Context: an optimization exercise on an open-source flow, tuned for small area, a short achievable clock period and few clock cycles per item. The choices shown serve that exercise and are no tape-out recipe.
At most, simulation tests tie the RTL to the original design; equivalence was not proved.
Only the layout flow was run in run 1; the RTL was not checked for function there.
No activity file was given, so power comes from the tool's default toggle rates.

==> flow/design.v, too long to show whole: its modules and the start of the top module <==
// module fir: 647 lines
module fir (
    input  wire        ap_clk,
    input  wire        ap_rst,
    input  wire        ap_start,
    output wire        ap_done,
    output wire        ap_idle,
    output wire        ap_ready,
    output wire [31:0] y,
    output wire        y_ap_vld,
    output wire [3:0]  c_address0,
    output wire        c_ce0,
    input  wire [31:0] c_q0,
    input  wire [31:0] x
);
  // ...
==> flow/flow/run.sh <==
#!/bin/bash
# Standard ORFS layout, with two changes:
#  1. after the standard synthesis, flow/polarity.py re-chooses the polarity of the full adders
#     and XOR gates to drop inverters (same function, same registers);
#  2. ports are buffered with buf_2 instead of the flow's default buffer.
set -euo pipefail
W=$(pwd)
R=$W/orfs/results/$FLOW_PLATFORM/fir/base
bash standard.sh "$R/1_2_yosys.v" > synth.log 2>&1
cp "$R/1_2_yosys.v" "$W/1_2_yosys_standard.v"
python3 flow/polarity.py "$W/1_2_yosys_standard.v" "$R/1_2_yosys.v" > polarity.log 2>&1
export BUFFER_PORTS_ARGS="-buffer_cell sky130_fd_sc_hd__buf_2"
bash standard.sh > layout.log 2>&1
==> flow/flow/polarity.py <==
#!/usr/bin/env python3
"""Re-choose the polarity of full adders and XOR gates in a mapped sky130 netlist so that
fewer inverters are needed.  A full adder is self-dual (inverting all three inputs inverts
both outputs) and an XOR/XNOR gate absorbs an inversion on any pin by swapping xor2<->xnor2,
so inverters next to them can often be removed.  The function of the netlist is unchanged.

usage: polarity.py IN.v OUT.v
"""
import re, sys, collections

src = open(sys.argv[1]).read()

# --- parse the single flat module ------------------------------------------------------
inst_re = re.compile(r'^\s*(sky130_fd_sc_hd__\w+)\s+(\S+)\s*\((.*?)\);\s*$', re.S | re.M)
pin_re = re.compile(r'\.(\w+)\(\s*([^()]*?)\s*\)')
OUTS = {'X', 'Y', 'Q', 'Q_N', 'SUM', 'COUT', 'HI', 'LO'}

insts = []
for m in inst_re.finditer(src):
    typ, name, body = m.group(1), m.group(2), m.group(3)
    pins = [(p, n) for p, n in pin_re.findall(body)]
    insts.append({'type': typ, 'name': name, 'pins': pins, 'span': m.span()})

def base(t):
    return re.sub(r'^sky130_fd_sc_hd__', '', t)

def kind(t):
    b = base(t)
    if re.match(r'(clk)?inv_\d+$', b): return 'inv'
    if re.match(r'fa_\d+$', b): return 'fa'
    if re.match(r'xor2_\d+$', b): return 'xor'
    if re.match(r'xnor2_\d+$', b): return 'xnor'
    return 'other'

driver = {}
loads = collections.defaultdict(list)   # net -> [(inst idx, pin)]
for i, c in enumerate(insts):
    c['kind'] = kind(c['type'])
    for p, n in c['pins']:
        if p in OUTS:
            driver[n] = (i, p)
        else:
            loads[n].append((i, p))

port_nets = set()
for m in re.finditer(r'^\s*(input|output|inout)\s+(\[[^\]]*\]\s*)?([^;]+);', src, re.M):
    for n in m.group(3).split(','):
        port_nets.add(n.strip())
def is_port(n):
    b = re.sub(r'\[\d+\]$', '', n.strip())
    return n in port_nets or b in port_nets

# --- logical signals: collapse inverters that touch an FA or XOR ---------------------------
# an inverter is collapsible when its input net is not a port and its output net is not a port
# and the output feeds only cells (no port)
def flexible(i):
    return insts[i]['kind'] in ('fa', 'xor', 'xnor')

coll = set()
for i, c in enumerate(insts):
    if c['kind'] != 'inv':
        continue
    a = dict(c['pins'])['A']; y = dict(c['pins'])['Y']
    if is_port(a) or is_port(y) or a not in driver:
        continue
    d = driver[a][0]
    touches = flexible(d) or any(flexible(j) for j, _ in loads[y])
    if touches and all(insts[j]['kind'] != 'inv' for j, _ in loads[y]):
        coll.add(i)

# root(net) -> (root net, parity)
inv_of = {}
for i in coll:
    pd = dict(insts[i]['pins']); inv_of[pd['Y']] = pd['A']
def root(n):
    par = 0
    while n in inv_of:
        n = inv_of[n]; par ^= 1
    return n, par

# signal = root net; consumers: (inst, pin, extra parity)
sig_cons = collections.defaultdict(list)
for i, c in enumerate(insts):
    if i in coll:
        continue
    for p, n in c['pins']:
        if p in OUTS:
            continue
        r, par = root(n)
        sig_cons[r].append((i, p, par))

# variables: FA flip f[i]; XOR output flip q[i]
var = {i: 0 for i, c in enumerate(insts) if c['kind'] in ('fa', 'xor', 'xnor') and i not in coll}

def drv_pol(sig):
    if sig in driver:
        i, p = driver[sig]
        if i in var:
            return var[i]
    return 0

def req(i, par):
    """polarity (relative to the signal) that consumer i needs on a pin fed with parity par"""
    k = insts[i]['kind']
    if k == 'fa':
        return var[i] ^ par
    if k in ('xor', 'xnor'):
        return None            # takes either
    return par

def sig_cost(sig):
    d = drv_pol(sig)
    need_other = False
    for i, p, par in sig_cons.get(sig, []):
        r = req(i, par)
        if r is not None and r != d:
            need_other = True
    # a port driven with the wrong polarity also needs an inverter
    return 1 if need_other else 0

# signals touched by each variable
touch = collections.defaultdict(set)
for i in var:
    for p, n in insts[i]['pins']:
        if p in OUTS:
            touch[i].add(n)
        elif insts[i]['kind'] == 'fa':
            touch[i].add(root(n)[0])
fixed_out = set()
for n in driver:
    if is_port(n):
        fixed_out.add(n)

def can_flip(i):
    for p, n in insts[i]['pins']:
        if p in OUTS and (is_port(n) or n in fixed_out):
            return False
    return True

before = sum(sig_cost(s) for s in set(sig_cons) | set(driver))
improved = True
rounds = 0
while improved and rounds < 50:
    improved = False; rounds += 1
    for i in var:
        if not can_flip(i):
            continue
        sigs = touch[i]
        c0 = sum(sig_cost(s) for s in sigs)
        var[i] ^= 1
        c1 = sum(sig_cost(s) for s in sigs)
        if c1 < c0:
            improved = True
        else:
            var[i] ^= 1
after = sum(sig_cost(s) for s in set(sig_cons) | set(driver))

# --- rewrite ------------------------------------------------------------------------------
# physical net of signal s with polarity d = drv_pol(s) is the root net itself (driver output).
# the opposite polarity is a new inverter output net.
inv_net = {}
new_cells = []
cnt = [0]
def other(sig):
    if sig not in inv_net:
        cnt[0] += 1
        nn = f'_pol{cnt[0]}_'
        inv_net[sig] = nn
        sp = ' ' if sig.startswith(chr(92)) else ''
        new_cells.append(f'  sky130_fd_sc_hd__inv_1 _polinv{cnt[0]}_ (\n    .A({sig}{sp}),\n    .Y({nn})\n  );\n')
    return inv_net[sig]

new_type = {}
new_pins = {}
for i, c in enumerate(insts):
    if i in coll:
        continue
    k = c['kind']
    pins = []
    parity = 0
    for p, n in c['pins']:
        if p in OUTS:
            pins.append((p, n)); continue
        sig, par = root(n)
        d = drv_pol(sig)
        r = req(i, par)
        if r is None:          # XOR consumer: take the driver's polarity
            r = d
            parity ^= d ^ par  # received value = wanted ^ (d ^ par)
        pins.append((p, sig if r == d else other(sig)))
    new_pins[i] = pins
    if k in ('xor', 'xnor'):
        inv = parity ^ var[i] ^ (1 if k == 'xnor' else 0)
        t = c['type']
        size = re.search(r'_(\d+)$', t).group(1)
        new_type[i] = f'sky130_fd_sc_hd__{"xnor2" if inv else "xor2"}_{size}'
        outp = 'Y' if inv else 'X'     # xnor2 drives Y, xor2 drives X
        new_pins[i] = [((outp if p in OUTS else p), n) for p, n in new_pins[i]]

# nets that lost their driver (collapsed inverter outputs) are simply left unused
out = []
last = 0
for i, c in enumerate(insts):
    s, e = c['span']
    out.append(src[last:s])
    last = e
    if i in coll:
        continue
    t = new_type.get(i, c['type'])
    body = ',\n'.join(f'    .{p}({n}{" " if n.startswith(chr(92)) else ""})' for p, n in new_pins[i])
    out.append(f'  {t} {c["name"]} (\n{body}\n  );')
tail = src[last:]
em = tail.rfind('endmodule')
out.append(tail[:em])
# declare new nets
decl = ''.join(f'  wire {inv_net[s]};\n' for s in inv_net)
out.append(decl + ''.join(new_cells) + tail[em:])
txt = ''.join(out)
open(sys.argv[2], 'w').write(txt)
ninv_before = sum(1 for c in insts if c['kind'] == 'inv')
sys.stderr.write(f'polarity: {len(coll)} inverters collapsed, {len(new_cells)} added '
                 f'(cost {before} -> {after}), {ninv_before} inverters before\n')
==> flow/standard.sh <==
#!/bin/bash
# synth_recipe.tcl (not shown) runs the flow's synth.tcl, then flattens the netlist and writes it again
# the make line also repeats each setting of config.mk as NAME=value (left out here)
make -C /OpenROAD-flow-scripts/flow DESIGN_CONFIG=/design/flow/config.mk WORK_HOME=/design/flow/orfs CLKGATE_MAP_FILE= SYNTH_SCRIPT=/design/flow/synth_recipe.tcl "${@:-finish}"
==> flow/config.mk <==
export PLATFORM = sky130hd
export DESIGN_NAME = fir
export DESIGN_NICKNAME = fir
export VERILOG_FILES = /design/flow/design.v
export SDC_FILE = /design/flow/constraint.sdc
export NUM_CORES = 4
export LEC_CHECK = 0
export CAP_MARGIN = 0
export CORE_MARGIN = 2
export CORE_UTILIZATION = 72
export CTS_BUF_LIST = sky130_fd_sc_hd__clkbuf_8
export CTS_CLUSTER_DIAMETER = 60
export CTS_CLUSTER_SIZE = 16
export PLACE_DENSITY = 0.8
export SETUP_SLACK_MARGIN = 4.7
export SLEW_MARGIN = 0
export TNS_END_PERCENT = 10
==> flow/constraint.sdc <==
create_clock -name core_clock -period 8.5 [get_ports {ap_clk}]
set_input_delay 1.7000 -clock core_clock [delete_from_list [all_inputs] [get_ports {ap_clk}]]
set_output_delay 1.7000 -clock core_clock [all_outputs]
set_load 0.01 [all_outputs]
==> results.toml, run 1 <==
[final_layout]
seqAreaFraction_pct = 35.97
bufAreaShareNonClock_pct = 6.953
design.final.nets = 2558
regArea_sq_um = 9786
layout.cells.non_filler = 2647
drive_above_1_share_pct = 20.83
number_of_clock_buffer_instances_in_the_layout = 40
multi_input_gate_share_of_total_cell_area_pct = 50.74

[floorplanning]
boundaryPins = 108
floorplan.initialDensity_pct = 73.41
placeable_core_region_sq_um = 32700
x_dimension_of_the_die_microns = 186.6
rows = 66

[worst_setup_path]
cp_slowest_cell = "sky130_fd_sc_hd__fa_2"
worst_reg_to_reg_setup_slack_ns = 4.51
worst-path-stages = 10
rr_startpoint = "bone[2]$_DFF_P_"
cpLargestDelayFamily = "adder cells"
critical_path_peak_fanout = 14
worst_setup_path_startpoint = "bone[2]$_DFF_P_"

[outcome]
run_status = "timing/DRC/antenna clean"

[global_route]
gr-usage-met3_pct = 10.72
grt_start_max_net_pins = 62
first_global_vias = 17720

[timing]
finClkSkew_ns = 0.01678
timing.final.crit_share_pct = 46.96
setup-tns-final_ns = 0
worst_case_hold_slack_ns = 0.3251
tightest_slew_ns = 0.8206

[power_and_ir_drop]
power.combinational.fraction_pct = 17.9
post-layout-total-power_uw = 4511
seq_power_share_pct = 53.9
internal_power_uw = 3198
p_comb_uw = 806

[clocking]
post-cts-setup-buffer-count = 28
cts_buffer_depth = 3
post_cts_hold_buffer_count = 0

[drt]
wire_per_inst_microns = 26.27
detail_route.iter0.violations = 2321

[hold_path]
min_delay_path_depth = 0

[placement]
place.port_buffers = 107
post-place-cells = 2533
==> run 2: changes to the inputs <==
==> flow/design.v (replaced) <==
module fir (
    input  wire        ap_clk,
    input  wire        ap_rst,
    input  wire        ap_start,
    output wire        ap_done,
    output wire        ap_idle,
    output wire        ap_ready,
    output wire [31:0] y,
    output wire        y_ap_vld,
    output wire [3:0]  c_address0,
    output wire        c_ce0,
    input  wire [31:0] c_q0,
    input  wire [31:0] x
);
reg  [3:0]  cnt;       
reg  [3:0]  ph;        
reg  [3:0]  nvalid;    
reg         done_q;
reg         clr;       
reg  [31:0] ring [0:9];
reg  [31:0] c_reg;
reg  [15:0] bone, btwo, bneg;
reg  [31:0] acc_s, acc_c;
reg  [1:0]  acc_t;      
reg  [31:0] acc_e;      
wire busy_rd = (cnt <= 4'd10);
wire ld_ring = (cnt >= 4'd1) && (cnt <= 4'd10);
assign ap_idle    = ~ap_start;
assign ap_done    = done_q;
assign ap_ready   = done_q;
assign y_ap_vld   = done_q;
assign y          = c_reg;
assign c_ce0      = ap_start & busy_rd;
assign c_address0 = (cnt == 4'd10) ? 4'd0 : ((ph == 4'd9) ? 4'd1 : ph + 4'd2);
always @(posedge ap_clk) begin
    if (ap_rst) begin
        cnt    <= 4'd0;
        done_q <= 1'b0;
        clr    <= 1'b0;
        ph     <= 4'd0;
        nvalid <= 4'd0;
    end else begin
        if (cnt == 4'd0)
            cnt <= {3'd0, ap_start};
        else if (cnt == 4'd14)
            cnt <= 4'd0;
        else
            cnt <= cnt + 4'd1;
        done_q <= (cnt == 4'd13);
        clr    <= (cnt == 4'd1);
        if (done_q) begin
            ph <= (ph >= 4'd8) ? ph - 4'd8 : ph + 4'd2;
            if (nvalid != 4'd10)
                nvalid <= nvalid + 4'd1;
        end else begin
            ph <= (ph == 4'd9) ? 4'd0 : ph + 4'd1;
        end
    end
end
integer r;
always @(posedge ap_clk) begin
    for (r = 0; r < 9; r = r + 1)
        ring[r] <= ring[r + 1];
    ring[9] <= (ld_ring && ph == 4'd9) ? x : ring[0];
end
wire [31:0] dsel = (cnt == 4'd11) ? x : ((ph < nvalid) ? ring[0] : 32'd0);
wire [32:0] dx   = {dsel, 1'b0};
integer g;
always @(posedge ap_clk) begin
    c_reg <= (cnt == 4'd13) ? (acc_s + acc_c + acc_e) ^ {^acc_t, 31'd0} : c_q0;    
    for (g = 0; g < 16; g = g + 1) begin
        bone[g] <= (dx[2*g+1] ^ dx[2*g]);
        btwo[g] <= ((dx[2*g+2] & ~dx[2*g+1] & ~dx[2*g]) | (~dx[2*g+2] & dx[2*g+1] & dx[2*g]));
        bneg[g] <= dx[2*g+2];
    end
end
wire [31:0] pp0 = ((c_reg[31:0] & {32{bone[0]}}) | ({c_reg[30:0], 1'b0} & {32{btwo[0]}})) ^ {32{bneg[0]}};
wire [29:0] pp1 = ((c_reg[29:0] & {30{bone[1]}}) | ({c_reg[28:0], 1'b0} & {30{btwo[1]}})) ^ {30{bneg[1]}};
wire [27:0] pp2 = ((c_reg[27:0] & {28{bone[2]}}) | ({c_reg[26:0], 1'b0} & {28{btwo[2]}})) ^ {28{bneg[2]}};
wire [25:0] pp3 = ((c_reg[25:0] & {26{bone[3]}}) | ({c_reg[24:0], 1'b0} & {26{btwo[3]}})) ^ {26{bneg[3]}};
wire [23:0] pp4 = ((c_reg[23:0] & {24{bone[4]}}) | ({c_reg[22:0], 1'b0} & {24{btwo[4]}})) ^ {24{bneg[4]}};
wire [21:0] pp5 = ((c_reg[21:0] & {22{bone[5]}}) | ({c_reg[20:0], 1'b0} & {22{btwo[5]}})) ^ {22{bneg[5]}};
wire [19:0] pp6 = ((c_reg[19:0] & {20{bone[6]}}) | ({c_reg[18:0], 1'b0} & {20{btwo[6]}})) ^ {20{bneg[6]}};
wire [17:0] pp7 = ((c_reg[17:0] & {18{bone[7]}}) | ({c_reg[16:0], 1'b0} & {18{btwo[7]}})) ^ {18{bneg[7]}};
wire [15:0] pp8 = ((c_reg[15:0] & {16{bone[8]}}) | ({c_reg[14:0], 1'b0} & {16{btwo[8]}})) ^ {16{bneg[8]}};
wire [13:0] pp9 = ((c_reg[13:0] & {14{bone[9]}}) | ({c_reg[12:0], 1'b0} & {14{btwo[9]}})) ^ {14{bneg[9]}};
wire [11:0] pp10 = ((c_reg[11:0] & {12{bone[10]}}) | ({c_reg[10:0], 1'b0} & {12{btwo[10]}})) ^ {12{bneg[10]}};
wire [9:0] pp11 = ((c_reg[9:0] & {10{bone[11]}}) | ({c_reg[8:0], 1'b0} & {10{btwo[11]}})) ^ {10{bneg[11]}};
wire [7:0] pp12 = ((c_reg[7:0] & {8{bone[12]}}) | ({c_reg[6:0], 1'b0} & {8{btwo[12]}})) ^ {8{bneg[12]}};
wire [5:0] pp13 = ((c_reg[5:0] & {6{bone[13]}}) | ({c_reg[4:0], 1'b0} & {6{btwo[13]}})) ^ {6{bneg[13]}};
wire [3:0] pp14 = ((c_reg[3:0] & {4{bone[14]}}) | ({c_reg[2:0], 1'b0} & {4{btwo[14]}})) ^ {4{bneg[14]}};
wire [1:0] pp15 = ((c_reg[1:0] & {2{bone[15]}}) | ({c_reg[0:0], 1'b0} & {2{btwo[15]}})) ^ {2{bneg[15]}};
wire [31:0] sm = acc_s & {32{~clr}};
wire [31:0] cm = acc_c & {32{~clr}};
wire [1:0]  tm = acc_t & {2{~clr}};
wire [31:0] em = acc_e & {32{~clr}};
wire s_1 = bneg[0] ^ sm[0] ^ cm[0];
wire c_2 = (bneg[0] & sm[0]) | (cm[0] & (bneg[0] ^ sm[0]));
wire s_3 = sm[1] ^ cm[1] ^ c_2;
wire c_4 = (sm[1] & cm[1]) | (c_2 & (sm[1] ^ cm[1]));
wire s_5 = bneg[1] ^ sm[2] ^ cm[2];
wire c_6 = (bneg[1] & sm[2]) | (cm[2] & (bneg[1] ^ sm[2]));
wire s_7 = pp0[2] ^ pp1[0] ^ s_5;
wire c_8 = (pp0[2] & pp1[0]) | (s_5 & (pp0[2] ^ pp1[0]));
wire s_9 = sm[3] ^ cm[3] ^ c_6;
wire c_10 = (sm[3] & cm[3]) | (c_6 & (sm[3] ^ cm[3]));
wire s_11 = pp0[3] ^ pp1[1] ^ c_8;
wire c_12 = (pp0[3] & pp1[1]) | (c_8 & (pp0[3] ^ pp1[1]));
wire s_13 = bneg[2] ^ sm[4] ^ cm[4];
wire c_14 = (bneg[2] & sm[4]) | (cm[4] & (bneg[2] ^ sm[4]));
wire s_15 = pp0[4] ^ pp1[2] ^ pp2[0];
wire c_16 = (pp0[4] & pp1[2]) | (pp2[0] & (pp0[4] ^ pp1[2]));
wire s_17 = s_13 ^ c_10 ^ s_15;
wire c_18 = (s_13 & c_10) | (s_15 & (s_13 ^ c_10));
wire s_19 = sm[5] ^ cm[5] ^ c_14;
wire c_20 = (sm[5] & cm[5]) | (c_14 & (sm[5] ^ cm[5]));
wire s_21 = pp0[5] ^ pp1[3] ^ pp2[1];
wire c_22 = (pp0[5] & pp1[3]) | (pp2[1] & (pp0[5] ^ pp1[3]));
wire s_23 = c_16 ^ s_19 ^ s_21;
wire c_24 = (c_16 & s_19) | (s_21 & (c_16 ^ s_19));
wire s_25 = bneg[3] ^ sm[6] ^ cm[6];
wire c_26 = (bneg[3] & sm[6]) | (cm[6] & (bneg[3] ^ sm[6]));
wire s_27 = pp0[6] ^ pp1[4] ^ pp2[2];
wire c_28 = (pp0[6] & pp1[4]) | (pp2[2] & (pp0[6] ^ pp1[4]));
wire s_29 = pp3[0] ^ s_25 ^ c_20;
wire c_30 = (pp3[0] & s_25) | (c_20 & (pp3[0] ^ s_25));
wire s_31 = c_22 ^ s_27 ^ s_29;
wire c_32 = (c_22 & s_27) | (s_29 & (c_22 ^ s_27));
wire s_33 = sm[7] ^ cm[7] ^ c_26;
wire c_34 = (sm[7] & cm[7]) | (c_26 & (sm[7] ^ cm[7]));
wire s_35 = pp0[7] ^ pp1[5] ^ pp2[3];
wire c_36 = (pp0[7] & pp1[5]) | (pp2[3] & (pp0[7] ^ pp1[5]));
wire s_37 = pp3[1] ^ c_28 ^ s_33;
wire c_38 = (pp3[1] & c_28) | (s_33 & (pp3[1] ^ c_28));
wire s_39 = s_35 ^ c_30 ^ s_37;
wire c_40 = (s_35 & c_30) | (s_37 & (s_35 ^ c_30));
wire s_41 = bneg[4] ^ sm[8] ^ cm[8];
wire c_42 = (bneg[4] & sm[8]) | (cm[8] & (bneg[4] ^ sm[8]));
wire s_43 = pp0[8] ^ pp1[6] ^ pp2[4];
wire c_44 = (pp0[8] & pp1[6]) | (pp2[4] & (pp0[8] ^ pp1[6]));
wire s_45 = pp3[2] ^ pp4[0] ^ s_41;
wire c_46 = (pp3[2] & pp4[0]) | (s_41 & (pp3[2] ^ pp4[0]));
wire s_47 = c_34 ^ c_36 ^ s_43;
wire c_48 = (c_34 & c_36) | (s_43 & (c_34 ^ c_36));
wire s_49 = s_45 ^ c_38 ^ s_47;
wire c_50 = (s_45 & c_38) | (s_47 & (s_45 ^ c_38));
wire s_51 = sm[9] ^ cm[9] ^ c_42;
wire c_52 = (sm[9] & cm[9]) | (c_42 & (sm[9] ^ cm[9]));
wire s_53 = pp0[9] ^ pp1[7] ^ pp2[5];
wire c_54 = (pp0[9] & pp1[7]) | (pp2[5] & (pp0[9] ^ pp1[7]));
wire s_55 = pp3[3] ^ pp4[1] ^ c_44;
wire c_56 = (pp3[3] & pp4[1]) | (c_44 & (pp3[3] ^ pp4[1]));
wire s_57 = c_46 ^ s_51 ^ s_53;
wire c_58 = (c_46 & s_51) | (s_53 & (c_46 ^ s_51));
wire s_59 = c_48 ^ s_55 ^ s_57;
wire c_60 = (c_48 & s_55) | (s_57 & (c_48 ^ s_55));
wire s_61 = bneg[5] ^ sm[10] ^ cm[10];
wire c_62 = (bneg[5] & sm[10]) | (cm[10] & (bneg[5] ^ sm[10]));
wire s_63 = pp0[10] ^ pp1[8] ^ pp2[6];
wire c_64 = (pp0[10] & pp1[8]) | (pp2[6] & (pp0[10] ^ pp1[8]));
wire s_65 = pp3[4] ^ pp4[2] ^ pp5[0];
wire c_66 = (pp3[4] & pp4[2]) | (pp5[0] & (pp3[4] ^ pp4[2]));
wire s_67 = s_61 ^ c_52 ^ c_54;
wire c_68 = (s_61 & c_52) | (c_54 & (s_61 ^ c_52));
wire s_69 = s_63 ^ s_65 ^ c_56;
wire c_70 = (s_63 & s_65) | (c_56 & (s_63 ^ s_65));
wire s_71 = c_58 ^ s_67 ^ s_69;
wire c_72 = (c_58 & s_67) | (s_69 & (c_58 ^ s_67));
wire s_73 = sm[11] ^ cm[11] ^ c_62;
wire c_74 = (sm[11] & cm[11]) | (c_62 & (sm[11] ^ cm[11]));
wire s_75 = pp0[11] ^ pp1[9] ^ pp2[7];
wire c_76 = (pp0[11] & pp1[9]) | (pp2[7] & (pp0[11] ^ pp1[9]));
wire s_77 = pp3[5] ^ pp4[3] ^ pp5[1];
wire c_78 = (pp3[5] & pp4[3]) | (pp5[1] & (pp3[5] ^ pp4[3]));
wire s_79 = c_64 ^ c_66 ^ s_73;
wire c_80 = (c_64 & c_66) | (s_73 & (c_64 ^ c_66));
wire s_81 = s_75 ^ s_77 ^ c_68;
wire c_82 = (s_75 & s_77) | (c_68 & (s_75 ^ s_77));
wire s_83 = s_79 ^ c_70 ^ s_81;
wire c_84 = (s_79 & c_70) | (s_81 & (s_79 ^ c_70));
wire s_85 = bneg[6] ^ sm[12] ^ cm[12];
wire c_86 = (bneg[6] & sm[12]) | (cm[12] & (bneg[6] ^ sm[12]));
wire s_87 = pp0[12] ^ pp1[10] ^ pp2[8];
wire c_88 = (pp0[12] & pp1[10]) | (pp2[8] & (pp0[12] ^ pp1[10]));
wire s_89 = pp3[6] ^ pp4[4] ^ pp5[2];
wire c_90 = (pp3[6] & pp4[4]) | (pp5[2] & (pp3[6] ^ pp4[4]));
wire s_91 = pp6[0] ^ s_85 ^ c_74;
wire c_92 = (pp6[0] & s_85) | (c_74 & (pp6[0] ^ s_85));
wire s_93 = c_76 ^ c_78 ^ s_87;
wire c_94 = (c_76 & c_78) | (s_87 & (c_76 ^ c_78));
wire s_95 = s_89 ^ c_80 ^ s_91;
wire c_96 = (s_89 & c_80) | (s_91 & (s_89 ^ c_80));
wire s_97 = s_93 ^ c_82 ^ s_95;
wire c_98 = (s_93 & c_82) | (s_95 & (s_93 ^ c_82));
wire s_99 = sm[13] ^ cm[13] ^ c_86;
wire c_100 = (sm[13] & cm[13]) | (c_86 & (sm[13] ^ cm[13]));
wire s_101 = pp0[13] ^ pp1[11] ^ pp2[9];
wire c_102 = (pp0[13] & pp1[11]) | (pp2[9] & (pp0[13] ^ pp1[11]));
wire s_103 = pp3[7] ^ pp4[5] ^ pp5[3];
wire c_104 = (pp3[7] & pp4[5]) | (pp5[3] & (pp3[7] ^ pp4[5]));
wire s_105 = pp6[1] ^ c_88 ^ c_90;
wire c_106 = (pp6[1] & c_88) | (c_90 & (pp6[1] ^ c_88));
wire s_107 = s_99 ^ s_101 ^ s_103;
wire c_108 = (s_99 & s_101) | (s_103 & (s_99 ^ s_101));
wire s_109 = c_92 ^ c_94 ^ s_105;
wire c_110 = (c_92 & c_94) | (s_105 & (c_92 ^ c_94));
wire s_111 = s_107 ^ c_96 ^ s_109;
wire c_112 = (s_107 & c_96) | (s_109 & (s_107 ^ c_96));
wire s_113 = bneg[7] ^ sm[14] ^ cm[14];
wire c_114 = (bneg[7] & sm[14]) | (cm[14] & (bneg[7] ^ sm[14]));
wire s_115 = pp0[14] ^ pp1[12] ^ pp2[10];
wire c_116 = (pp0[14] & pp1[12]) | (pp2[10] & (pp0[14] ^ pp1[12]));
wire s_117 = pp3[8] ^ pp4[6] ^ pp5[4];
wire c_118 = (pp3[8] & pp4[6]) | (pp5[4] & (pp3[8] ^ pp4[6]));
wire s_119 = pp6[2] ^ pp7[0] ^ s_113;
wire c_120 = (pp6[2] & pp7[0]) | (s_113 & (pp6[2] ^ pp7[0]));
wire s_121 = c_100 ^ c_102 ^ c_104;
wire c_122 = (c_100 & c_102) | (c_104 & (c_100 ^ c_102));
wire s_123 = s_115 ^ s_117 ^ s_119;
wire c_124 = (s_115 & s_117) | (s_119 & (s_115 ^ s_117));
wire s_125 = c_106 ^ c_108 ^ s_121;
wire c_126 = (c_106 & c_108) | (s_121 & (c_106 ^ c_108));
wire s_127 = s_123 ^ c_110 ^ s_125;
wire c_128 = (s_123 & c_110) | (s_125 & (s_123 ^ c_110));
wire s_129 = sm[15] ^ cm[15] ^ c_114;
wire c_130 = (sm[15] & cm[15]) | (c_114 & (sm[15] ^ cm[15]));
wire s_131 = pp0[15] ^ pp1[13] ^ pp2[11];
wire c_132 = (pp0[15] & pp1[13]) | (pp2[11] & (pp0[15] ^ pp1[13]));
wire s_133 = pp3[9] ^ pp4[7] ^ pp5[5];
wire c_134 = (pp3[9] & pp4[7]) | (pp5[5] & (pp3[9] ^ pp4[7]));
wire s_135 = pp6[3] ^ pp7[1] ^ c_116;
wire c_136 = (pp6[3] & pp7[1]) | (c_116 & (pp6[3] ^ pp7[1]));
wire s_137 = c_118 ^ c_120 ^ s_129;
wire c_138 = (c_118 & c_120) | (s_129 & (c_118 ^ c_120));
wire s_139 = s_131 ^ s_133 ^ c_122;
wire c_140 = (s_131 & s_133) | (c_122 & (s_131 ^ s_133));
wire s_141 = s_135 ^ c_124 ^ s_137;
wire c_142 = (s_135 & c_124) | (s_137 & (s_135 ^ c_124));
wire s_143 = c_126 ^ s_139 ^ s_141;
wire c_144 = (c_126 & s_139) | (s_141 & (c_126 ^ s_139));
wire s_145 = bneg[8] ^ sm[16] ^ cm[16];
wire c_146 = (bneg[8] & sm[16]) | (cm[16] & (bneg[8] ^ sm[16]));
wire s_147 = pp0[16] ^ pp1[14] ^ pp2[12];
wire c_148 = (pp0[16] & pp1[14]) | (pp2[12] & (pp0[16] ^ pp1[14]));
wire s_149 = pp3[10] ^ pp4[8] ^ pp5[6];
wire c_150 = (pp3[10] & pp4[8]) | (pp5[6] & (pp3[10] ^ pp4[8]));
wire s_151 = pp6[4] ^ pp7[2] ^ pp8[0];
wire c_152 = (pp6[4] & pp7[2]) | (pp8[0] & (pp6[4] ^ pp7[2]));
wire s_153 = s_145 ^ c_130 ^ c_132;
wire c_154 = (s_145 & c_130) | (c_132 & (s_145 ^ c_130));
wire s_155 = c_134 ^ s_147 ^ s_149;
wire c_156 = (c_134 & s_147) | (s_149 & (c_134 ^ s_147));
wire s_157 = s_151 ^ c_136 ^ c_138;
wire c_158 = (s_151 & c_136) | (c_138 & (s_151 ^ c_136));
wire s_159 = s_153 ^ s_155 ^ c_140;
wire c_160 = (s_153 & s_155) | (c_140 & (s_153 ^ s_155));
wire s_161 = c_142 ^ s_157 ^ s_159;
wire c_162 = (c_142 & s_157) | (s_159 & (c_142 ^ s_157));
wire s_163 = sm[17] ^ cm[17] ^ c_146;
wire c_164 = (sm[17] & cm[17]) | (c_146 & (sm[17] ^ cm[17]));
wire s_165 = pp0[17] ^ pp1[15] ^ pp2[13];
wire c_166 = (pp0[17] & pp1[15]) | (pp2[13] & (pp0[17] ^ pp1[15]));
wire s_167 = pp3[11] ^ pp4[9] ^ pp5[7];
wire c_168 = (pp3[11] & pp4[9]) | (pp5[7] & (pp3[11] ^ pp4[9]));
wire s_169 = pp6[5] ^ pp7[3] ^ pp8[1];
wire c_170 = (pp6[5] & pp7[3]) | (pp8[1] & (pp6[5] ^ pp7[3]));
wire s_171 = c_148 ^ c_150 ^ c_152;
wire c_172 = (c_148 & c_150) | (c_152 & (c_148 ^ c_150));
wire s_173 = s_163 ^ s_165 ^ s_167;
wire c_174 = (s_163 & s_165) | (s_167 & (s_163 ^ s_165));
wire s_175 = s_169 ^ c_154 ^ c_156;
wire c_176 = (s_169 & c_154) | (c_156 & (s_169 ^ c_154));
wire s_177 = s_171 ^ s_173 ^ c_158;
wire c_178 = (s_171 & s_173) | (c_158 & (s_171 ^ s_173));
wire s_179 = s_175 ^ c_160 ^ s_177;
wire c_180 = (s_175 & c_160) | (s_177 & (s_175 ^ c_160));
wire s_181 = bneg[9] ^ sm[18] ^ cm[18];
wire c_182 = (bneg[9] & sm[18]) | (cm[18] & (bneg[9] ^ sm[18]));
wire s_183 = pp0[18] ^ pp1[16] ^ pp2[14];
wire c_184 = (pp0[18] & pp1[16]) | (pp2[14] & (pp0[18] ^ pp1[16]));
wire s_185 = pp3[12] ^ pp4[10] ^ pp5[8];
wire c_186 = (pp3[12] & pp4[10]) | (pp5[8] & (pp3[12] ^ pp4[10]));
wire s_187 = pp6[6] ^ pp7[4] ^ pp8[2];
wire c_188 = (pp6[6] & pp7[4]) | (pp8[2] & (pp6[6] ^ pp7[4]));
wire s_189 = pp9[0] ^ s_181 ^ c_164;
wire c_190 = (pp9[0] & s_181) | (c_164 & (pp9[0] ^ s_181));
wire s_191 = c_166 ^ c_168 ^ c_170;
wire c_192 = (c_166 & c_168) | (c_170 & (c_166 ^ c_168));
wire s_193 = s_183 ^ s_185 ^ s_187;
wire c_194 = (s_183 & s_185) | (s_187 & (s_183 ^ s_185));
wire s_195 = c_172 ^ s_189 ^ c_174;
wire c_196 = (c_172 & s_189) | (c_174 & (c_172 ^ s_189));
wire s_197 = s_191 ^ s_193 ^ c_176;
wire c_198 = (s_191 & s_193) | (c_176 & (s_191 ^ s_193));
wire s_199 = s_195 ^ c_178 ^ s_197;
wire c_200 = (s_195 & c_178) | (s_197 & (s_195 ^ c_178));
wire s_201 = sm[19] ^ cm[19] ^ c_182;
wire c_202 = (sm[19] & cm[19]) | (c_182 & (sm[19] ^ cm[19]));
wire s_203 = pp0[19] ^ pp1[17] ^ pp2[15];
wire c_204 = (pp0[19] & pp1[17]) | (pp2[15] & (pp0[19] ^ pp1[17]));
wire s_205 = pp3[13] ^ pp4[11] ^ pp5[9];
wire c_206 = (pp3[13] & pp4[11]) | (pp5[9] & (pp3[13] ^ pp4[11]));
wire s_207 = pp6[7] ^ pp7[5] ^ pp8[3];
wire c_208 = (pp6[7] & pp7[5]) | (pp8[3] & (pp6[7] ^ pp7[5]));
wire s_209 = pp9[1] ^ c_184 ^ c_186;
wire c_210 = (pp9[1] & c_184) | (c_186 & (pp9[1] ^ c_184));
wire s_211 = c_188 ^ s_201 ^ s_203;
wire c_212 = (c_188 & s_201) | (s_203 & (c_188 ^ s_201));
wire s_213 = s_205 ^ s_207 ^ c_190;
wire c_214 = (s_205 & s_207) | (c_190 & (s_205 ^ s_207));
wire s_215 = c_192 ^ c_194 ^ s_209;
wire c_216 = (c_192 & c_194) | (s_209 & (c_192 ^ c_194));
wire s_217 = s_211 ^ s_213 ^ c_196;
wire c_218 = (s_211 & s_213) | (c_196 & (s_211 ^ s_213));
wire s_219 = s_215 ^ c_198 ^ s_217;
wire c_220 = (s_215 & c_198) | (s_217 & (s_215 ^ c_198));
wire s_221 = bneg[10] ^ sm[20] ^ cm[20];
wire c_222 = (bneg[10] & sm[20]) | (cm[20] & (bneg[10] ^ sm[20]));
wire s_223 = em[20] ^ pp0[20] ^ pp1[18];
wire c_224 = (em[20] & pp0[20]) | (pp1[18] & (em[20] ^ pp0[20]));
wire s_225 = pp2[16] ^ pp3[14] ^ pp4[12];
wire c_226 = (pp2[16] & pp3[14]) | (pp4[12] & (pp2[16] ^ pp3[14]));
wire s_227 = pp5[10] ^ pp6[8] ^ pp7[6];
wire c_228 = (pp5[10] & pp6[8]) | (pp7[6] & (pp5[10] ^ pp6[8]));
wire s_229 = pp8[4] ^ pp9[2] ^ pp10[0];
wire c_230 = (pp8[4] & pp9[2]) | (pp10[0] & (pp8[4] ^ pp9[2]));
wire s_231 = s_221 ^ c_202 ^ c_204;
wire c_232 = (s_221 & c_202) | (c_204 & (s_221 ^ c_202));
wire s_233 = c_206 ^ c_208 ^ s_223;
wire c_234 = (c_206 & c_208) | (s_223 & (c_206 ^ c_208));
wire s_235 = s_225 ^ s_227 ^ s_229;
wire c_236 = (s_225 & s_227) | (s_229 & (s_225 ^ s_227));
wire s_237 = c_210 ^ c_212 ^ s_231;
wire c_238 = (c_210 & c_212) | (s_231 & (c_210 ^ c_212));
wire s_239 = c_214 ^ s_233 ^ s_235;
wire c_240 = (c_214 & s_233) | (s_235 & (c_214 ^ s_233));
wire s_241 = c_216 ^ s_237 ^ s_239;
wire c_242 = (c_216 & s_237) | (s_239 & (c_216 ^ s_237));
wire s_243 = sm[21] ^ cm[21] ^ em[21];
wire c_244 = (sm[21] & cm[21]) | (em[21] & (sm[21] ^ cm[21]));
wire s_245 = c_222 ^ pp0[21] ^ pp1[19];
wire c_246 = (c_222 & pp0[21]) | (pp1[19] & (c_222 ^ pp0[21]));
wire s_247 = pp2[17] ^ pp3[15] ^ pp4[13];
wire c_248 = (pp2[17] & pp3[15]) | (pp4[13] & (pp2[17] ^ pp3[15]));
wire s_249 = pp5[11] ^ pp6[9] ^ pp7[7];
wire c_250 = (pp5[11] & pp6[9]) | (pp7[7] & (pp5[11] ^ pp6[9]));
wire s_251 = pp8[5] ^ pp9[3] ^ pp10[1];
wire c_252 = (pp8[5] & pp9[3]) | (pp10[1] & (pp8[5] ^ pp9[3]));
wire s_253 = s_243 ^ c_224 ^ c_226;
wire c_254 = (s_243 & c_224) | (c_226 & (s_243 ^ c_224));
wire s_255 = c_228 ^ c_230 ^ s_245;
wire c_256 = (c_228 & c_230) | (s_245 & (c_228 ^ c_230));
wire s_257 = s_247 ^ s_249 ^ s_251;
wire c_258 = (s_247 & s_249) | (s_251 & (s_247 ^ s_249));
wire s_259 = c_232 ^ c_234 ^ c_236;
wire c_260 = (c_232 & c_234) | (c_236 & (c_232 ^ c_234));
wire s_261 = s_253 ^ s_255 ^ s_257;
wire c_262 = (s_253 & s_255) | (s_257 & (s_253 ^ s_255));
wire s_263 = c_238 ^ c_240 ^ s_259;
wire c_264 = (c_238 & c_240) | (s_259 & (c_238 ^ c_240));
wire s_265 = bneg[11] ^ sm[22] ^ cm[22];
wire c_266 = (bneg[11] & sm[22]) | (cm[22] & (bneg[11] ^ sm[22]));
wire s_267 = em[22] ^ c_244 ^ pp0[22];
wire c_268 = (em[22] & c_244) | (pp0[22] & (em[22] ^ c_244));
wire s_269 = pp1[20] ^ pp2[18] ^ pp3[16];
wire c_270 = (pp1[20] & pp2[18]) | (pp3[16] & (pp1[20] ^ pp2[18]));
wire s_271 = pp4[14] ^ pp5[12] ^ pp6[10];
wire c_272 = (pp4[14] & pp5[12]) | (pp6[10] & (pp4[14] ^ pp5[12]));
wire s_273 = pp7[8] ^ pp8[6] ^ pp9[4];
wire c_274 = (pp7[8] & pp8[6]) | (pp9[4] & (pp7[8] ^ pp8[6]));
wire s_275 = pp10[2] ^ pp11[0] ^ s_265;
wire c_276 = (pp10[2] & pp11[0]) | (s_265 & (pp10[2] ^ pp11[0]));
wire s_277 = c_246 ^ c_248 ^ c_250;
wire c_278 = (c_246 & c_248) | (c_250 & (c_246 ^ c_248));
wire s_279 = c_252 ^ s_267 ^ s_269;
wire c_280 = (c_252 & s_267) | (s_269 & (c_252 ^ s_267));
wire s_281 = s_271 ^ s_273 ^ s_275;
wire c_282 = (s_271 & s_273) | (s_275 & (s_271 ^ s_273));
wire s_283 = c_254 ^ c_256 ^ c_258;
wire c_284 = (c_254 & c_256) | (c_258 & (c_254 ^ c_256));
wire s_285 = s_277 ^ s_279 ^ s_281;
wire c_286 = (s_277 & s_279) | (s_281 & (s_277 ^ s_279));
wire s_287 = c_260 ^ c_262 ^ s_283;
wire c_288 = (c_260 & c_262) | (s_283 & (c_260 ^ c_262));
wire s_289 = sm[23] ^ cm[23] ^ em[23];
wire c_290 = (sm[23] & cm[23]) | (em[23] & (sm[23] ^ cm[23]));
wire s_291 = c_266 ^ pp0[23] ^ pp1[21];
wire c_292 = (c_266 & pp0[23]) | (pp1[21] & (c_266 ^ pp0[23]));
wire s_293 = pp2[19] ^ pp3[17] ^ pp4[15];
wire c_294 = (pp2[19] & pp3[17]) | (pp4[15] & (pp2[19] ^ pp3[17]));
wire s_295 = pp5[13] ^ pp6[11] ^ pp7[9];
wire c_296 = (pp5[13] & pp6[11]) | (pp7[9] & (pp5[13] ^ pp6[11]));
wire s_297 = pp8[7] ^ pp9[5] ^ pp10[3];
wire c_298 = (pp8[7] & pp9[5]) | (pp10[3] & (pp8[7] ^ pp9[5]));
wire s_299 = pp11[1] ^ s_289 ^ c_268;
wire c_300 = (pp11[1] & s_289) | (c_268 & (pp11[1] ^ s_289));
wire s_301 = c_270 ^ c_272 ^ c_274;
wire c_302 = (c_270 & c_272) | (c_274 & (c_270 ^ c_272));
wire s_303 = c_276 ^ s_291 ^ s_293;
wire c_304 = (c_276 & s_291) | (s_293 & (c_276 ^ s_291));
wire s_305 = s_295 ^ s_297 ^ c_278;
wire c_306 = (s_295 & s_297) | (c_278 & (s_295 ^ s_297));
wire s_307 = c_280 ^ s_299 ^ s_301;
wire c_308 = (c_280 & s_299) | (s_301 & (c_280 ^ s_299));
wire s_309 = c_282 ^ s_303 ^ c_284;
wire c_310 = (c_282 & s_303) | (c_284 & (c_282 ^ s_303));
wire s_311 = s_305 ^ s_307 ^ c_286;
wire c_312 = (s_305 & s_307) | (c_286 & (s_305 ^ s_307));
wire s_313 = bneg[12] ^ sm[24] ^ cm[24];
wire c_314 = (bneg[12] & sm[24]) | (cm[24] & (bneg[12] ^ sm[24]));
wire s_315 = em[24] ^ c_290 ^ pp0[24];
wire c_316 = (em[24] & c_290) | (pp0[24] & (em[24] ^ c_290));
wire s_317 = pp1[22] ^ pp2[20] ^ pp3[18];
wire c_318 = (pp1[22] & pp2[20]) | (pp3[18] & (pp1[22] ^ pp2[20]));
wire s_319 = pp4[16] ^ pp5[14] ^ pp6[12];
wire c_320 = (pp4[16] & pp5[14]) | (pp6[12] & (pp4[16] ^ pp5[14]));
wire s_321 = pp7[10] ^ pp8[8] ^ pp9[6];
wire c_322 = (pp7[10] & pp8[8]) | (pp9[6] & (pp7[10] ^ pp8[8]));
wire s_323 = pp10[4] ^ pp11[2] ^ pp12[0];
wire c_324 = (pp10[4] & pp11[2]) | (pp12[0] & (pp10[4] ^ pp11[2]));
wire s_325 = s_313 ^ c_292 ^ c_294;
wire c_326 = (s_313 & c_292) | (c_294 & (s_313 ^ c_292));
wire s_327 = c_296 ^ c_298 ^ s_315;
wire c_328 = (c_296 & c_298) | (s_315 & (c_296 ^ c_298));
wire s_329 = s_317 ^ s_319 ^ s_321;
wire c_330 = (s_317 & s_319) | (s_321 & (s_317 ^ s_319));
wire s_331 = s_323 ^ c_300 ^ c_302;
wire c_332 = (s_323 & c_300) | (c_302 & (s_323 ^ c_300));
wire s_333 = c_304 ^ s_325 ^ s_327;
wire c_334 = (c_304 & s_325) | (s_327 & (c_304 ^ s_325));
wire s_335 = s_329 ^ c_306 ^ c_308;
wire c_336 = (s_329 & c_306) | (c_308 & (s_329 ^ c_306));
wire s_337 = s_331 ^ s_333 ^ c_310;
wire c_338 = (s_331 & s_333) | (c_310 & (s_331 ^ s_333));
wire s_339 = sm[25] ^ cm[25] ^ em[25];
wire c_340 = (sm[25] & cm[25]) | (em[25] & (sm[25] ^ cm[25]));
wire s_341 = c_314 ^ pp0[25] ^ pp1[23];
wire c_342 = (c_314 & pp0[25]) | (pp1[23] & (c_314 ^ pp0[25]));
wire s_343 = pp2[21] ^ pp3[19] ^ pp4[17];
wire c_344 = (pp2[21] & pp3[19]) | (pp4[17] & (pp2[21] ^ pp3[19]));
wire s_345 = pp5[15] ^ pp6[13] ^ pp7[11];
wire c_346 = (pp5[15] & pp6[13]) | (pp7[11] & (pp5[15] ^ pp6[13]));
wire s_347 = pp8[9] ^ pp9[7] ^ pp10[5];
wire c_348 = (pp8[9] & pp9[7]) | (pp10[5] & (pp8[9] ^ pp9[7]));
wire s_349 = pp11[3] ^ pp12[1] ^ s_339;
wire c_350 = (pp11[3] & pp12[1]) | (s_339 & (pp11[3] ^ pp12[1]));
wire s_351 = c_316 ^ c_318 ^ c_320;
wire c_352 = (c_316 & c_318) | (c_320 & (c_316 ^ c_318));
wire s_353 = c_322 ^ c_324 ^ s_341;
wire c_354 = (c_322 & c_324) | (s_341 & (c_322 ^ c_324));
wire s_355 = s_343 ^ s_345 ^ s_347;
wire c_356 = (s_343 & s_345) | (s_347 & (s_343 ^ s_345));
wire s_357 = s_349 ^ c_326 ^ c_328;
wire c_358 = (s_349 & c_326) | (c_328 & (s_349 ^ c_326));
wire s_359 = c_330 ^ s_351 ^ s_353;
wire c_360 = (c_330 & s_351) | (s_353 & (c_330 ^ s_351));
wire s_361 = s_355 ^ c_332 ^ c_334;
wire c_362 = (s_355 & c_332) | (c_334 & (s_355 ^ c_332));
wire s_363 = s_357 ^ s_359 ^ c_336;
wire c_364 = (s_357 & s_359) | (c_336 & (s_357 ^ s_359));
wire s_365 = bneg[13] ^ sm[26] ^ cm[26];
wire c_366 = (bneg[13] & sm[26]) | (cm[26] & (bneg[13] ^ sm[26]));
wire s_367 = em[26] ^ c_340 ^ pp0[26];
wire c_368 = (em[26] & c_340) | (pp0[26] & (em[26] ^ c_340));
wire s_369 = pp1[24] ^ pp2[22] ^ pp3[20];
wire c_370 = (pp1[24] & pp2[22]) | (pp3[20] & (pp1[24] ^ pp2[22]));
wire s_371 = pp4[18] ^ pp5[16] ^ pp6[14];
wire c_372 = (pp4[18] & pp5[16]) | (pp6[14] & (pp4[18] ^ pp5[16]));
wire s_373 = pp7[12] ^ pp8[10] ^ pp9[8];
wire c_374 = (pp7[12] & pp8[10]) | (pp9[8] & (pp7[12] ^ pp8[10]));
wire s_375 = pp10[6] ^ pp11[4] ^ pp12[2];
wire c_376 = (pp10[6] & pp11[4]) | (pp12[2] & (pp10[6] ^ pp11[4]));
wire s_377 = pp13[0] ^ s_365 ^ c_342;
wire c_378 = (pp13[0] & s_365) | (c_342 & (pp13[0] ^ s_365));
wire s_379 = c_344 ^ c_346 ^ c_348;
wire c_380 = (c_344 & c_346) | (c_348 & (c_344 ^ c_346));
wire s_381 = c_350 ^ s_367 ^ s_369;
wire c_382 = (c_350 & s_367) | (s_369 & (c_350 ^ s_367));
wire s_383 = s_371 ^ s_373 ^ s_375;
wire c_384 = (s_371 & s_373) | (s_375 & (s_371 ^ s_373));
wire s_385 = c_352 ^ c_354 ^ c_356;
wire c_386 = (c_352 & c_354) | (c_356 & (c_352 ^ c_354));
wire s_387 = s_377 ^ s_379 ^ s_381;
wire c_388 = (s_377 & s_379) | (s_381 & (s_377 ^ s_379));
wire s_389 = s_383 ^ c_358 ^ c_360;
wire c_390 = (s_383 & c_358) | (c_360 & (s_383 ^ c_358));
wire s_391 = s_385 ^ s_387 ^ c_362;
wire c_392 = (s_385 & s_387) | (c_362 & (s_385 ^ s_387));
wire s_393 = sm[27] ^ cm[27] ^ em[27];
wire c_394 = (sm[27] & cm[27]) | (em[27] & (sm[27] ^ cm[27]));
wire s_395 = c_366 ^ pp0[27] ^ pp1[25];
wire c_396 = (c_366 & pp0[27]) | (pp1[25] & (c_366 ^ pp0[27]));
wire s_397 = pp2[23] ^ pp3[21] ^ pp4[19];
wire c_398 = (pp2[23] & pp3[21]) | (pp4[19] & (pp2[23] ^ pp3[21]));
wire s_399 = pp5[17] ^ pp6[15] ^ pp7[13];
wire c_400 = (pp5[17] & pp6[15]) | (pp7[13] & (pp5[17] ^ pp6[15]));
wire s_401 = pp8[11] ^ pp9[9] ^ pp10[7];
wire c_402 = (pp8[11] & pp9[9]) | (pp10[7] & (pp8[11] ^ pp9[9]));
wire s_403 = pp11[5] ^ pp12[3] ^ pp13[1];
wire c_404 = (pp11[5] & pp12[3]) | (pp13[1] & (pp11[5] ^ pp12[3]));
wire s_405 = s_393 ^ c_368 ^ c_370;
wire c_406 = (s_393 & c_368) | (c_370 & (s_393 ^ c_368));
wire s_407 = c_372 ^ c_374 ^ c_376;
wire c_408 = (c_372 & c_374) | (c_376 & (c_372 ^ c_374));
wire s_409 = s_395 ^ s_397 ^ s_399;
wire c_410 = (s_395 & s_397) | (s_399 & (s_395 ^ s_397));
wire s_411 = s_401 ^ s_403 ^ c_378;
wire c_412 = (s_401 & s_403) | (c_378 & (s_401 ^ s_403));
wire s_413 = c_380 ^ c_382 ^ c_384;
wire c_414 = (c_380 & c_382) | (c_384 & (c_380 ^ c_382));
wire s_415 = s_405 ^ s_407 ^ s_409;
wire c_416 = (s_405 & s_407) | (s_409 & (s_405 ^ s_407));
wire s_417 = c_386 ^ s_411 ^ c_388;
wire c_418 = (c_386 & s_411) | (c_388 & (c_386 ^ s_411));
wire s_419 = s_413 ^ s_415 ^ c_390;
wire c_420 = (s_413 & s_415) | (c_390 & (s_413 ^ s_415));
wire s_421 = bneg[14] ^ sm[28] ^ cm[28];
wire c_422 = (bneg[14] & sm[28]) | (cm[28] & (bneg[14] ^ sm[28]));
wire s_423 = em[28] ^ c_394 ^ pp0[28];
wire c_424 = (em[28] & c_394) | (pp0[28] & (em[28] ^ c_394));
wire s_425 = pp1[26] ^ pp2[24] ^ pp3[22];
wire c_426 = (pp1[26] & pp2[24]) | (pp3[22] & (pp1[26] ^ pp2[24]));
wire s_427 = pp4[20] ^ pp5[18] ^ pp6[16];
wire c_428 = (pp4[20] & pp5[18]) | (pp6[16] & (pp4[20] ^ pp5[18]));
wire s_429 = pp7[14] ^ pp8[12] ^ pp9[10];
wire c_430 = (pp7[14] & pp8[12]) | (pp9[10] & (pp7[14] ^ pp8[12]));
wire s_431 = pp10[8] ^ pp11[6] ^ pp12[4];
wire c_432 = (pp10[8] & pp11[6]) | (pp12[4] & (pp10[8] ^ pp11[6]));
wire s_433 = pp13[2] ^ pp14[0] ^ s_421;
wire c_434 = (pp13[2] & pp14[0]) | (s_421 & (pp13[2] ^ pp14[0]));
wire s_435 = c_396 ^ c_398 ^ c_400;
wire c_436 = (c_396 & c_398) | (c_400 & (c_396 ^ c_398));
wire s_437 = c_402 ^ c_404 ^ s_423;
wire c_438 = (c_402 & c_404) | (s_423 & (c_402 ^ c_404));
wire s_439 = s_425 ^ s_427 ^ s_429;
wire c_440 = (s_425 & s_427) | (s_429 & (s_425 ^ s_427));
wire s_441 = s_431 ^ s_433 ^ c_406;
wire c_442 = (s_431 & s_433) | (c_406 & (s_431 ^ s_433));
wire s_443 = c_408 ^ c_410 ^ s_435;
wire c_444 = (c_408 & c_410) | (s_435 & (c_408 ^ c_410));
wire s_445 = s_437 ^ s_439 ^ c_412;
wire c_446 = (s_437 & s_439) | (c_412 & (s_437 ^ s_439));
wire s_447 = c_414 ^ s_441 ^ c_416;
wire c_448 = (c_414 & s_441) | (c_416 & (c_414 ^ s_441));
wire s_449 = s_443 ^ s_445 ^ c_418;
wire c_450 = (s_443 & s_445) | (c_418 & (s_443 ^ s_445));
wire s_451 = sm[29] ^ cm[29] ^ em[29];
wire c_452 = (sm[29] & cm[29]) | (em[29] & (sm[29] ^ cm[29]));
wire s_453 = c_422 ^ pp0[29] ^ pp1[27];
wire c_454 = (c_422 & pp0[29]) | (pp1[27] & (c_422 ^ pp0[29]));
wire s_455 = pp2[25] ^ pp3[23] ^ pp4[21];
wire c_456 = (pp2[25] & pp3[23]) | (pp4[21] & (pp2[25] ^ pp3[23]));
wire s_457 = pp5[19] ^ pp6[17] ^ pp7[15];
wire c_458 = (pp5[19] & pp6[17]) | (pp7[15] & (pp5[19] ^ pp6[17]));
wire s_459 = pp8[13] ^ pp9[11] ^ pp10[9];
wire c_460 = (pp8[13] & pp9[11]) | (pp10[9] & (pp8[13] ^ pp9[11]));
wire s_461 = pp11[7] ^ pp12[5] ^ pp13[3];
wire c_462 = (pp11[7] & pp12[5]) | (pp13[3] & (pp11[7] ^ pp12[5]));
wire s_463 = pp14[1] ^ s_451 ^ c_424;
wire c_464 = (pp14[1] & s_451) | (c_424 & (pp14[1] ^ s_451));
wire s_465 = c_426 ^ c_428 ^ c_430;
wire c_466 = (c_426 & c_428) | (c_430 & (c_426 ^ c_428));
wire s_467 = c_432 ^ c_434 ^ s_453;
wire c_468 = (c_432 & c_434) | (s_453 & (c_432 ^ c_434));
wire s_469 = s_455 ^ s_457 ^ s_459;
wire c_470 = (s_455 & s_457) | (s_459 & (s_455 ^ s_457));
wire s_471 = s_461 ^ c_436 ^ c_438;
wire c_472 = (s_461 & c_436) | (c_438 & (s_461 ^ c_436));
wire s_473 = c_440 ^ s_463 ^ s_465;
wire c_474 = (c_440 & s_463) | (s_465 & (c_440 ^ s_463));
wire s_475 = s_467 ^ s_469 ^ c_442;
wire c_476 = (s_467 & s_469) | (c_442 & (s_467 ^ s_469));
wire s_477 = c_444 ^ s_471 ^ s_473;
wire c_478 = (c_444 & s_471) | (s_473 & (c_444 ^ s_471));
wire s_479 = c_446 ^ s_475 ^ c_448;
wire c_480 = (c_446 & s_475) | (c_448 & (c_446 ^ s_475));
wire s_481 = bneg[15] ^ sm[30] ^ cm[30];
wire c_482 = (bneg[15] & sm[30]) | (cm[30] & (bneg[15] ^ sm[30]));
wire s_483 = em[30] ^ c_452 ^ pp0[30];
wire c_484 = (em[30] & c_452) | (pp0[30] & (em[30] ^ c_452));
wire s_485 = pp1[28] ^ pp2[26] ^ pp3[24];
wire c_486 = (pp1[28] & pp2[26]) | (pp3[24] & (pp1[28] ^ pp2[26]));
wire s_487 = pp4[22] ^ pp5[20] ^ pp6[18];
wire c_488 = (pp4[22] & pp5[20]) | (pp6[18] & (pp4[22] ^ pp5[20]));
wire s_489 = pp7[16] ^ pp8[14] ^ pp9[12];
wire c_490 = (pp7[16] & pp8[14]) | (pp9[12] & (pp7[16] ^ pp8[14]));
wire s_491 = pp10[10] ^ pp11[8] ^ pp12[6];
wire c_492 = (pp10[10] & pp11[8]) | (pp12[6] & (pp10[10] ^ pp11[8]));
wire s_493 = pp13[4] ^ pp14[2] ^ pp15[0];
wire c_494 = (pp13[4] & pp14[2]) | (pp15[0] & (pp13[4] ^ pp14[2]));
wire s_495 = s_481 ^ c_454 ^ c_456;
wire c_496 = (s_481 & c_454) | (c_456 & (s_481 ^ c_454));
wire s_497 = c_458 ^ c_460 ^ c_462;
wire c_498 = (c_458 & c_460) | (c_462 & (c_458 ^ c_460));
wire s_499 = s_483 ^ s_485 ^ s_487;
wire c_500 = (s_483 & s_485) | (s_487 & (s_483 ^ s_485));
wire s_501 = s_489 ^ s_491 ^ s_493;
wire c_502 = (s_489 & s_491) | (s_493 & (s_489 ^ s_491));
wire s_503 = c_464 ^ c_466 ^ c_468;
wire c_504 = (c_464 & c_466) | (c_468 & (c_464 ^ c_466));
wire s_505 = c_470 ^ s_495 ^ s_497;
wire c_506 = (c_470 & s_495) | (s_497 & (c_470 ^ s_495));
wire s_507 = s_499 ^ s_501 ^ c_472;
wire c_508 = (s_499 & s_501) | (c_472 & (s_499 ^ s_501));
wire s_509 = c_474 ^ s_503 ^ s_505;
wire c_510 = (c_474 & s_503) | (s_505 & (c_474 ^ s_503));
wire s_511 = c_476 ^ c_478 ^ s_507;
wire c_512 = (c_476 & c_478) | (s_507 & (c_476 ^ c_478));
wire s_513 = sm[31] ^ cm[31];
wire s_514 = tm[0] ^ tm[1];
wire s_515 = s_513 ^ s_514;
wire s_516 = s_515 ^ c_482;
wire s_517 = pp0[31] ^ pp1[29];
wire s_518 = pp2[27] ^ pp3[25];
wire s_519 = pp4[23] ^ pp5[21];
wire s_520 = pp6[19] ^ pp7[17];
wire s_521 = pp8[15] ^ pp9[13];
wire s_522 = pp10[11] ^ pp11[9];
wire s_523 = pp12[7] ^ pp13[5];
wire s_524 = pp14[3] ^ pp15[1];
wire s_525 = s_516 ^ s_517;
wire s_526 = s_518 ^ s_519;
wire s_527 = s_520 ^ s_521;
wire s_528 = s_522 ^ s_523;
wire s_529 = s_524 ^ s_525;
wire s_530 = s_526 ^ s_527;
wire s_531 = s_528 ^ c_484;
wire s_532 = c_486 ^ c_488;
wire s_533 = c_490 ^ c_492;
wire s_534 = c_494 ^ s_529;
wire s_535 = s_530 ^ s_531;
wire s_536 = s_532 ^ s_533;
wire s_537 = s_534 ^ s_535;
wire s_538 = s_536 ^ c_496;
wire s_539 = c_498 ^ s_537;
wire s_540 = c_500 ^ c_502;
wire s_541 = s_538 ^ s_539;
wire s_542 = s_540 ^ s_541;
wire s_543 = c_504 ^ c_506;
wire s_544 = s_542 ^ s_543;
wire [31:0] nxt_s = {s_544, s_509, s_477, s_447, s_417, s_389, s_361, s_335, c_288, s_285, s_261, c_218, c_200, c_180, c_162, c_144, c_128, c_112, c_98, c_84, c_72, c_60, c_50, c_40, c_32, c_24, c_18, c_12, s_9, c_4, pp0[1], pp0[0]};
wire [31:0] nxt_c = {c_508, c_480, c_450, c_420, c_392, c_364, c_338, c_312, s_309, c_264, c_242, s_241, s_219, s_199, s_179, s_161, s_143, s_127, s_111, s_97, s_83, s_71, s_59, s_49, s_39, s_31, s_23, s_17, s_11, s_7, s_3, s_1};
wire [1:0]  nxt_t = {c_512, c_510};
wire [31:0] nxt_e = {1'b0, s_511, s_479, s_449, s_419, s_391, s_363, s_337, s_311, s_287, s_263, c_220, 1'b0, 1'b0, 1'b0, 1'b0, 1'b0, 1'b0, 1'b0, 1'b0, 1'b0, 1'b0, 1'b0, 1'b0, 1'b0, 1'b0, 1'b0, 1'b0, 1'b0, 1'b0, 1'b0, 1'b0};
always @(posedge ap_clk) begin
    acc_s <= nxt_s;
    acc_c <= nxt_c;
    acc_t <= nxt_t;
    acc_e <= nxt_e;
end
endmodule
==> flow/config.mk (replaced) <==
export PLATFORM = sky130hd
export DESIGN_NAME = fir
export DESIGN_NICKNAME = fir
export VERILOG_FILES = /design/flow/design.v
export SDC_FILE = /design/flow/constraint.sdc
export NUM_CORES = 4
export LEC_CHECK = 0
export CAP_MARGIN = 5
export CORE_MARGIN = 2
export CORE_UTILIZATION = 70
export CTS_BUF_LIST = sky130_fd_sc_hd__clkbuf_8
export CTS_CLUSTER_DIAMETER = 60
export CTS_CLUSTER_SIZE = 16
export PLACE_DENSITY = 0.78
export SETUP_SLACK_MARGIN = 4.7
export SLEW_MARGIN = 5
export TNS_END_PERCENT = 30
==> run 2 against run 1 <==
Effect of this change:
- clock power about the same
- worst hold slack worse by 0.047 ns
- non-clock buffer count down 45
- sequential power up 3%
- largest power group unchanged
- highest routed layer is now met5
==> results.toml, run 2 <==
[power_and_ir_drop]
peakVddDrop_uv = 189.8
power_per_cell_area_nw_per_um2 = 171.9
power.static_leakage_uw = 0.01031

[floorplanning]
fp.dieArea_sq_um = 37400
die-height_microns = 193.4
floorplan.initialDensity_pct = 70.75
rows = 69
x_dimension_of_the_die_microns = 193.4
boundaryPins = 108
placeable_core_region_sq_um = 35480

[synth]
synth_area_per_cell_sq_um = 11.31
yosysWarnings = 2
post_synth_inst_count = 2220
postSynthNetCount = 2616
netlist_area_pre_place_sq_um = 25110

[worst_setup_path]
rr_endpoint = "acc_e[27]$_DFF_P_"
worst_reg_to_reg_setup_slack_ns = 4.75
timing.critical_path.cells = "buf_2 > and2_1 > buf_2"
setup.worst_path.class = "primary input to output pin"
depth_of_the_worst_register_to_register_path = 8
rr_startpoint = "c_reg[22]$_DFF_P_"
critical_path.endpoint_type = "output pin"
startpoint_type = "primary input"
slowest_delay_ns = 0.13
path_common_cell = "sky130_fd_sc_hd__buf_2"
cp_slowest_cell = "sky130_fd_sc_hd__buf_2"
cp_data_arrival_time_ns = 2.07
critical_path_peak_fanout = 3
worst_ep_required_time_ns = 6.80

[final_layout]
layout.cells.non_filler = 2733
synthToLayoutAreaGrowth_pct = 7.476
finish.utilization_pct = 76.04
number_of_flip_flops_under_the_largest_register_name = 320
layout.cells.most_common = "sky130_fd_sc_hd__dfxtp_1"
mostFrequentLayoutCells = "sky130_fd_sc_hd__dfxtp_1 (463), sky130_fd_sc_hd__a22oi_1 (270), sky130_fd_sc_hd__fa_1 (253)"
design.final.nets = 2652
largest-register = "ring"
drive_above_1_share_pct = 13.61

[drt]
routed-via-count = 17130
remaining_drc_errors = 0
drt_wl_total_microns = 64230
ant_nets = 0
drt-pass1-iter-count = 7
post_drt_via_cell_ratio = 6.269
wire_per_inst_microns = 23.50
detail_route.iter0.violations = 1785

[clocking]
cts_buffer_depth = 3
clock-root-buffer = "sky130_fd_sc_hd__clkbuf_8"
clock_insertion_delay_worst_skew_ns = 0.66
cts-buffers-inserted = 41
cts_tree = "done"
cts-htree-levels = 2
post_cts_hold_buffer_count = 0
clk_transition_reported_paths_ns = 0.09
cts.sink_count = 491

[timing]
tightest_slew_ns = 0.7473
max_freq_mhz = 265.5
finalMaxSlewViolations = 0
timing.final.crit_period_ns = 3.766
setup-tns-final_ns = 0
final_hold_vio_count = 0
timing.final.crit_share_pct = 44.31
grt_setup_unrepaired = "yes"
finClkSkew_ns = 0.06497
worst_slew_margin_rel_pct = 50.11
worst_case_hold_slack_ns = 0.2779
timing.final.setup_violations = 0

[job]
cap_viol_max_count = 0

[global_route]
grt_start_max_net_pins = 45
first_global_vias = 17840
antenna_found_initial = 2
globalRoute.totalOverflow = 0
global_route_usage_over_all_layers_pct = 34.63
grt_first_pass_wirelength_microns = 100100

[placement]
post-place-cells = 2659
place.port_buffers = 107
gp_congestion = 0.9710
post_detail_place_hpwl_microns = 43960

[hold_path]
min_delay_path_depth = 0
hold_path_startpoint = "ring[3][21]$_DFF_P_"
hold_path_end = "ring[2][21]$_DFF_P_"
hold_path_class = "flip-flop to flip-flop"

[outcome]
run_status = "timing/DRC/antenna clean"
## run 2: what timing repair did
action | in CTS | in global routing
resized for setup | 43 | 42
endpoints found under the setup margin | 32 | 18
cloned | 1 | 0
endpoints found under the hold margin | 0 | 0
pin swaps | 2 | 7
buffers inserted | 5 | 9
## run 2: report_power, final
part | total [uW] | internal [uW] | switching, uW
Sequential | 2500 | 2410 | 97.7
Combinational | 834 | 345 | 488
Clock | 1300 | 525 | 774
Total | 4640 | 3280 | 1360
## run 2: worst max path at each step
stage / slack [ns] / cells past startpoint / from / endpoint
2_1_floorplan: 4.72 / 10 / c_reg[7]$_DFF_P_ / acc_c[19]$_DFF_P_
3_3_place_gp: 4.28 / 8 / bneg[6]$_DFF_P_ / acc_c[16]$_DFF_P_
3_5_place_dp: 4.17 / 8 / bneg[6]$_DFF_P_ / acc_c[16]$_DFF_P_
4_1_cts: 4.68 / 9 / c_reg[0]$_DFF_P_ / acc_e[24]$_DFF_P_
5_1_grt: 4.63 / 9 / c_reg[6]$_DFF_P_ / acc_c[19]$_DFF_P_
6_report: 4.73 / 3 / ap_start / c_ce0
## run 2: cell type report
| cell class | instances | area (sq um) |
|---|---|---|
| Antenna cell | 1 | 2.502 |
| Multi-Input combinational cell | 1413 | 14140 |
| Fill cell | 2428 | 8501 |
| Inverter | 153 | 593.1 |
| Clock buffer | 44 | 605.6 |
| Sequential cell | 491 | 9882 |
| Tap cell | 461 | 576.8 |
| Clock inverter | 14 | 147.6 |
| Timing Repair Buffer | 156 | 1036 |
## run 2: per-stage QoR
stage                     total power (uW)  worst slack (ns)  instance area (sq um)
after floorplan                       3114             4.715                  25130
after global placement                3331             4.278                  25860
after detailed placement              3361             4.171                  25860
after CTS                             4657             4.681                  26780
after global routing                  4858             4.627                  26980
final                                 4637             4.734                  26980
## run 2: worst max-delay path: cells and delay by family
kind,cells,cell delay [ns]
AND/OR/NAND/NOR,1,0.12
buffers and inverters,2,0.24
## run 2: metal layers
layer / track usage [%] / vias up / share of wire [%]
li1: - / 7431 / -
met1: 45.26 / 8338 / 38
met2: 54.51 / 1081 / 46
met3: 7.514 / 281 / 10
met4: 18.43 / 2 / 5.5
met5: 0 / - / 0.017
Testbench counts of run 2, summed over its fixed seeds: cycles 24,000, items 1,600.

## what the ideal ports hide
In the flow no input, the clock included, has a driving cell. The finished layouts below were timed again as built, in two steps. Step 1 sets driving cells, clkbuf_16 on the clock port and buf_2 on the other inputs (assumed; they add their load-dependent delay and slew). Step 2 moves the port delays by t, midway between the first and last clock arrival at a register: inputs arrive t later, outputs are due t later. That takes back most of the time a late clock gives input paths. Slacks: ideal / step 1 / step 2; pairs: ideal / step 1.
run	t, ns	setup slack, ns	clock arrival spread, ns	worst register clock-pin slew, ns	cell pins on the clock port's net
run 1	0.665	4.509 / 4.509 / 4.509	0.017 / 0.017	0.10 / 0.10	1
run 2	0.682	4.734 / 4.715 / 4.715	0.065 / 0.065	0.10 / 0.10	1
After both steps every run listed still meets setup and hold. For run 2, which loses most, drivers alone change the setup slack by -0.019 ns; drivers and shift together by -0.019 ns.
